This is an optimization exercise on Yosys and OpenROAD, whose aim is small area, not a production implementation.
The RTL was checked by simulation tests, not by an equivalence proof against the original design.
Power and IR drop assume default switching activity.

--- flow/run.sh ---
#!/bin/bash
# synth_recipe.tcl (not shown) runs the flow's synth.tcl, then flattens the netlist and writes it again
# the make line also repeats each setting of config.mk as NAME=value (left out here)
make -C /OpenROAD-flow-scripts/flow DESIGN_CONFIG=/design/flow/config.mk WORK_HOME=/design/flow/orfs CLKGATE_MAP_FILE= SYNTH_SCRIPT=/design/flow/synth_recipe.tcl finish
--- flow/config.mk ---
export PLATFORM = sky130hd
export DESIGN_NAME = fault_fsm
export DESIGN_NICKNAME = fault_fsm
export VERILOG_FILES = /design/flow/design.v
export SDC_FILE = /design/flow/constraint.sdc
export NUM_CORES = 4
export LEC_CHECK = 0
export CAP_MARGIN = 20
export CORE_MARGIN = 2
export CORE_UTILIZATION = 40
export PLACE_DENSITY = 0.6
export SLEW_MARGIN = 20
--- flow/constraint.sdc ---
create_clock -name core_clock -period 10.0 [get_ports {clk}]
set_input_delay 2.0000 -clock core_clock [delete_from_list [all_inputs] [get_ports {clk}]]
set_output_delay 2.0000 -clock core_clock [all_outputs]
set_load 0.01 [all_outputs]
--- flow/design.v ---
module fault_fsm #(
    parameter int NUM_CELLS = 4,
    parameter int ADC_WIDTH = 12,
    parameter int V_WARN = 330,
    parameter int V_FAULT = 300,
    parameter int I_WARN = 150,
    parameter int I_FAULT = 200,
    parameter int T_WARN = 60,
    parameter int T_FAULT = 80,
    parameter int DEBOUNCE_CYCLES = 8,
    parameter int PERSIST_TO_FAULT = 50,
    parameter int TELEM_WIDTH = 16,
    localparam int DEBOUNCE_WIDTH = $clog2(DEBOUNCE_CYCLES+1)
) (
    input  logic                          clk,
    input  logic                          rst_n,
    input  logic [(NUM_CELLS*ADC_WIDTH)-1:0] cell_voltage_packed,
    input  logic [ADC_WIDTH-1:0]          current_raw,
    input  logic [ADC_WIDTH-1:0]          temp_raw,
    input  logic                          mask_voltage,
    input  logic                          mask_current,
    input  logic                          mask_temp,
    input  logic                          manual_reset,
    output logic [1:0]                    state_o,
    output logic                          fault_latched_o,
    output logic [1:0]                    active_fault_code_o,
    output logic [TELEM_WIDTH-1:0]        fault_count_o,
    output logic [TELEM_WIDTH-1:0]        warning_count_o,
    output logic [TELEM_WIDTH-1:0]        last_fault_cycle_o
);
    localparam STATE_NORMAL   = 2'd0;
    localparam STATE_WARNING  = 2'd1;
    localparam STATE_FAULT    = 2'd2;
    localparam STATE_SHUTDOWN = 2'd3;
    function automatic logic [ADC_WIDTH-1:0] get_cell(input int idx);
        get_cell = cell_voltage_packed[(idx+1)*ADC_WIDTH-1 -: ADC_WIDTH];
    endfunction
    function automatic logic [1:0] resolve_code(input logic v, input logic c, input logic t,
                                                 input logic m_v, input logic m_c, input logic m_t);
        if (t && !m_t) resolve_code = 2'd3;
        else if (c && !m_c) resolve_code = 2'd2;
        else if (v && !m_v) resolve_code = 2'd1;
        else resolve_code = 2'd0;
    endfunction
    logic [DEBOUNCE_WIDTH-1:0] cell_cnt [NUM_CELLS];
    logic [DEBOUNCE_WIDTH-1:0] curr_cnt;
    logic [DEBOUNCE_WIDTH-1:0] temp_cnt;
    logic cell_debounced [NUM_CELLS];
    logic curr_debounced;
    logic temp_debounced;
    logic [1:0] state_reg, state_nxt;
    logic [31:0] warning_persist_cnt;
    logic fault_latched_reg;
    logic [1:0] active_fault_code_reg;
    logic [TELEM_WIDTH-1:0] fault_count_reg;
    logic [TELEM_WIDTH-1:0] warning_count_reg;
    logic [TELEM_WIDTH-1:0] last_fault_cycle_reg;
    logic [TELEM_WIDTH-1:0] cycle_counter;
    logic any_cell_deb;
    logic any_cell_now;
    always_comb begin
        any_cell_now = 1'b0;
        for (int k=0;k<NUM_CELLS;k=k+1) any_cell_now = any_cell_now | cell_debounced[k];
    end
    logic [1:0] cur_code;
    int i;
    always_ff @(posedge clk or negedge rst_n) begin
        if (!rst_n) begin
            for (i=0;i<NUM_CELLS;i=i+1) begin
                cell_cnt[i] <= '0;
                cell_debounced[i] <= 1'b0;
            end
            curr_cnt <= '0; temp_cnt <= '0;
            curr_debounced <= 1'b0; temp_debounced <= 1'b0;
            state_reg <= STATE_NORMAL;
            warning_persist_cnt <= 32'd0;
            fault_latched_reg <= 1'b0;
            active_fault_code_reg <= 2'd0;
            fault_count_reg <= '0;
            warning_count_reg <= '0;
            last_fault_cycle_reg <= '0;
            cycle_counter <= '0;
            any_cell_deb <= 1'b0;
        end else begin
            cycle_counter <= cycle_counter + 1;
            for (i=0;i<NUM_CELLS;i=i+1) begin
                if (get_cell(i) < ADC_WIDTH'(V_WARN))
                    cell_cnt[i] <= (cell_cnt[i] == DEBOUNCE_WIDTH'(DEBOUNCE_CYCLES)) ? cell_cnt[i] : cell_cnt[i] + 1;
                else
                    cell_cnt[i] <= '0;
                cell_debounced[i] <= (cell_cnt[i] >= DEBOUNCE_WIDTH'(DEBOUNCE_CYCLES));
            end
            if (current_raw > ADC_WIDTH'(I_WARN))
                curr_cnt <= (curr_cnt == DEBOUNCE_WIDTH'(DEBOUNCE_CYCLES)) ? curr_cnt : curr_cnt + 1;
            else curr_cnt <= '0;
            curr_debounced <= (curr_cnt >= DEBOUNCE_WIDTH'(DEBOUNCE_CYCLES));
            if (temp_raw > ADC_WIDTH'(T_WARN))
                temp_cnt <= (temp_cnt == DEBOUNCE_WIDTH'(DEBOUNCE_CYCLES)) ? temp_cnt : temp_cnt + 1;
            else temp_cnt <= '0;
            temp_debounced <= (temp_cnt >= DEBOUNCE_WIDTH'(DEBOUNCE_CYCLES));
            any_cell_deb <= any_cell_now;
            cur_code = resolve_code(any_cell_deb, curr_debounced, temp_debounced,
                                   mask_voltage, mask_current, mask_temp);
            state_nxt = state_reg;
            case (state_reg)
                STATE_NORMAL: if (cur_code != 2'd0) begin state_nxt = STATE_WARNING; warning_count_reg <= warning_count_reg + 1; end
                STATE_WARNING: begin
                    if (cur_code == 2'd0) begin
                        if (warning_persist_cnt == 0) state_nxt = STATE_NORMAL;
                        else warning_persist_cnt <= warning_persist_cnt - 1;
                    end else begin
                        warning_persist_cnt <= warning_persist_cnt + 1;
                        if (warning_persist_cnt >= PERSIST_TO_FAULT) begin
                            state_nxt = STATE_FAULT;
                        end
                    end
                end
                STATE_FAULT: begin
                    if (manual_reset) begin
                        state_nxt = STATE_NORMAL;
                    end else if (temp_debounced && !mask_temp) begin
                        state_nxt = STATE_SHUTDOWN;
                    end
                end
                STATE_SHUTDOWN: if (manual_reset) state_nxt = STATE_NORMAL;
            endcase
            if (state_nxt == STATE_FAULT && state_reg != STATE_FAULT) begin
                fault_latched_reg <= 1'b1;
                active_fault_code_reg <= cur_code;
                fault_count_reg <= fault_count_reg + 1;
                last_fault_cycle_reg <= cycle_counter;
            end
            if (state_nxt == STATE_SHUTDOWN && state_reg != STATE_SHUTDOWN) begin
                fault_latched_reg <= 1'b1;
                active_fault_code_reg <= 2'd3;
                fault_count_reg <= fault_count_reg + 1;
                last_fault_cycle_reg <= cycle_counter;
            end
            if (manual_reset) begin
                fault_latched_reg <= 1'b0;
                active_fault_code_reg <= 2'd0;
                warning_persist_cnt <= 32'd0;
            end
            state_reg <= state_nxt;
        end
    end
    assign state_o = state_reg;
    assign fault_latched_o = fault_latched_reg;
    assign active_fault_code_o = active_fault_code_reg;
    assign fault_count_o = fault_count_reg;
    assign warning_count_o = warning_count_reg;
    assign last_fault_cycle_o = last_fault_cycle_reg;
endmodule
==> key figures <==
Setup path
  • Crit Path Category: in2reg
  • Slowest stage delay, CP: 0.44 ns
  • Worst path required time: 10.30 ns
  • Critical path launch point type: input pin
  • Maximum fanout along the worst path: 38
  • CP endpoint kind: flip-flop
  • Critical Path Most Common Cell: a21oi_1
  • Critical Path AT: 5.64 ns
  • CP cell instances: clkdlybuf4s50_1 > nand2b_1 > nor3b_4 > buf_4 > ha_1 > a21oi_1 > o211ai_1 > a21oi_1 > o2111ai_1 > a21o_1 > and3_1 > nor3_1 > mux2_2
  • Slowest cell on crit path: clkdlybuf4s50_1

Layout
  • N_diodes: 0
  • Layout cells sized above 1: 8.47%
  • Area grow syn2layout: 26.7%
  • Finished Layout Cells: 1178
  • Largest reg by FF count: warning_persist_cnt
  • Max FFs per register: 32
  • Fin area: 0.00969 sq mm
  • Final #Nets: 1055

Route
  • Drt drc: 0
  • DR vias: 6183
  • Routed WL: 17100 um
  • Routed length per placed instance: 14.5 um
  • Routed Antenna Nets: 0
  • Starting DRT DRC Count: 313
  • First-pass detailed-route iteration total: 4
  • Vias/cell: 5.25

Synthesis
  • Synth Area in Compound Gates: 15.0%
  • Post-synthesis async set-or-reset flop share: 100%
  • Adder-Cell Fraction of Synth Area: 7.62%
  • Avg Cell Area, Syn: 9.51 sq um
  • Top-area cell type share of the netlist area: 43.2%
  • Post-Synth XOR/XNOR Area: 8.47%
  • Synth Flop Type: dfrtp_1
  • Syn Nets: 928
  • Main combinational cell family by area after synthesis: simple AND/OR/NAND/NOR gates
  • Synth warnings: 3
  • Synth unique cells: 68
  • Yosys reg bits: 132
  • Synth top area cells: dfrtp_1 43%, ha_1 7.4%, xnor2_1 5.4%
  • Largest area contributor in the netlist: dfrtp_1
  • Sequential area share after synthesis: 43.2%
  • Gate Count Post-Synth: 804
  • Mux contribution to synthesized area: 3.71%
  • Synthesized cell area: 0.00765 sq mm
  • Post-synth EDFFs: 0
  • Area share of and/or/nand/nor cells after synthesis: 19.0%

Timing
  • RSZ-0062 raised after global routing: false
  • Max-slew violations: 0
  • Tcrit/Tclk final: 53.4%
  • Final setup vio count: 0
  • Worst-margin pin slew: 0.709 ns
  • Max Freq: 0.187 GHz
  • Setup TNS: 0 ns
  • Slew margin rel.: 52.3%
  • Clk_skew: 0.0102 ns
  • Final hold vios: 0
  • Hold slack: 0.445 ns
  • Min cycle time layout: 5.34 ns

Clocking
  • Worst-Skew Late Latency: 0.42 ns
  • CTS HTree Levels: 4
  • CTS tree: yes
  • CTS sink cnt: 132
  • Post-CTS Resized: 0
  • Root Driver: clkbuf_16
  • CTS Hold Bufs: 0
  • Post-CTS Setup Repair Bufs: 0
  • Clk pin slew, worst setup/hold paths: 0.06 ns
  • Clk buf depth: 2
  • Cts bufs inserted: 17

Power and ir drop
  • Leak: 4.21 nW
  • Clock share of power: 21.7%
  • Worst vdd ir: 0.134 mV
  • Power Density: 280 mW/mm^2
  • Internal power: 1.58 mW
  • Switching power: 1.14 mW
  • Combinational power share: 50.4%
  • Sw Ratio: 41.8%
  • Sequential share of power: 27.9%

Floorplanning
  • Starting density of the core: 40.9%
  • Core area: 0.0187 sq mm
  • Die ar.: 0.0202 sq mm
  • Die H: 142 um
  • Top Ports: 131
  • Row count: 50
  • Width of the die: 142 um

Placed design
  • DP Wirelength: 12100 um
  • GPL Wtd Cong: 0.840
  • Port buffer count: 126
  • Placed cells: 1146
  • DP Area: 0.00914 sq mm

Global route
  • Antenna violations before repair: 0
  • Vias in the first global route: 6149
  • Maximum number of pins on one net before global-route repair: 76
  • Tot GR Track Use: 17.9%
  • Total gr overflow: 0
  • First-pass GRT wire length: 29500 um

Status
  • Status: finished clean

Hold path
  • Worst hold path type: reg2reg

Run
  • Max-cap violations: 0
==> layer usage <==
layer | vias to the layer above | GRT usage, % | wire [um]
li1 | 3122 | - | -
met1 | 2919 | 24.9 | 8160
met2 | 131 | 28.4 | 7930
met3 | 11 | 4.04 | 783
met4 | 0 | 4.63 | 176
met5 | - | 0 | 0
==> power by group through the flow <==
stage	clock [mW]	sequential, mW	combinational [mW]
2_1_floorplan	0	0.757	1.01
3_3_place_gp	0	0.764	1.35
3_5_place_dp	0	0.765	1.36
4_1_cts	0.606	0.756	1.37
5_1_grt	0.630	0.775	1.54
6_report	0.590	0.757	1.37
==> worst max-delay path, delay by kind of cell <==
family	cells	cell delay (ns)
AO/OA/AOI/OAI	5	1.30
adder cells (fa/ha/maj)	1	0.42
buffers and inverters	2	0.87
multiplexers	1	0.35
AND/OR/NAND/NOR	4	0.68
==> cells by family after synthesis <==
logic type,after synthesis
simple gates,301
compound gates,174
flops,132
xor+xnor,74
buf+inv,51
fa+ha+maj,46
mux,26
==> final timing paths <==
kind	startpoint	end	slack (ns)	cells past startpoint
hold reg to reg	temp_cnt[3]	temp_debounced	0.44	0
min in group asynchronous	rst_n	cell_cnt[3][1]	1.52	1
setup reg to reg	temp_debounced	warning_persist_cnt[31]	6.32	12
max in group asynchronous	rst_n	warning_persist_cnt[22]	7.40	2
setup / recovery	mask_current	warning_persist_cnt[31]	4.66	13
hold / removal	temp_cnt[3]	temp_debounced	0.44	0
==> cells in the mapped netlist, drive strengths merged (4+ instances only) <==
| library cell | number |
|---|---|
| buf | 9 |
| nand2 | 95 |
| nand3 | 35 |
| or3 | 5 |
| nand4 | 17 |
| a211oi | 11 |
| and3 | 11 |
| nor2b | 4 |
| nor3 | 20 |
| o21a | 6 |
| mux2 | 19 |
| nand2b | 7 |
| mux2i | 7 |
| o21bai | 4 |
| xor2 | 27 |
| ha | 45 |
| or4 | 4 |
| nor2 | 74 |
| a21o | 8 |
| a21oi | 59 |
| clkbuf | 14 |
| dfrtp | 132 |
| inv | 27 |
| a31oi | 6 |
| and2 | 5 |
| a21boi | 7 |
| xnor2 | 47 |
| nor4 | 9 |
| o21ai | 42 |
| o211ai | 6 |
==> per-stage QoR <==
step	worst slack [ns]	total power, mW	utilization (%)
5_1_grt	4.42	2.94	51.8
3_3_place_gp	4.25	2.11	48.8
2_1_floorplan	4.42	1.77	-
4_1_cts	4.67	2.73	51.8
3_5_place_dp	4.25	2.12	48.8
6_report	4.66	2.72	51.8
==> cell type report <==
type | instances | area (sq um)
Clock inverter | 13 | 111
Tap cell | 234 | 293
Inverter | 27 | 101
Clock buffer | 19 | 443
Timing Repair Buffer | 132 | 1310
Multi-Input combinational cell | 621 | 4130
Fill cell | 1750 | 9010
Sequential cell | 132 | 3300
==> cells in the final DEF (no fill, tap or decap), types with 6 or more instances in the layout <==
cell type / count
nand3_1: 35
a31oi_1: 6
dfrtp_1: 132
a211oi_1: 10
mux2_2: 19
xnor2_1: 47
ha_1: 45
a21oi_1: 58
clkbuf_16: 17
nand4_1: 16
o21a_1: 6
inv_1: 27
and3_1: 9
o211ai_1: 6
nand2b_1: 7
nor4_1: 9
inv_6: 7
nand2_1: 95
mux2i_1: 7
xor2_1: 27
a21boi_0: 7
a21o_1: 7
o21ai_1: 6
nor3_1: 19
clkdlybuf4s50_1: 125
nor2_1: 74
o21ai_0: 36

-- afterwards: timing with drivers on the ports --
The results above use ideal ports. As a check the final layout listed here was re-extracted and re-timed, cells and wires unchanged. Step 1 sets driving cells, clkbuf_16 on the clock port and buf_2 on the other inputs (assumed; they add their load-dependent delay and slew). Step 2 adds t to the input delays and takes it off the output delays; t is the mean of the earliest and latest rising clock arrival at the registers after step 1. Input paths then give back, and output paths get back, about the clock's delay inside the block. Three values: ideal ports, drivers, drivers and shift; two values: the first two.
shift t [ns]: 0.461
slack for setup (ns): 4.658 / 4.658 / 4.198
worst setup path at the end: input to register
After both steps setup and hold are still met in this run. For this run, drivers alone change the setup slack by 0.000 ns; drivers and shift together by -0.460 ns.
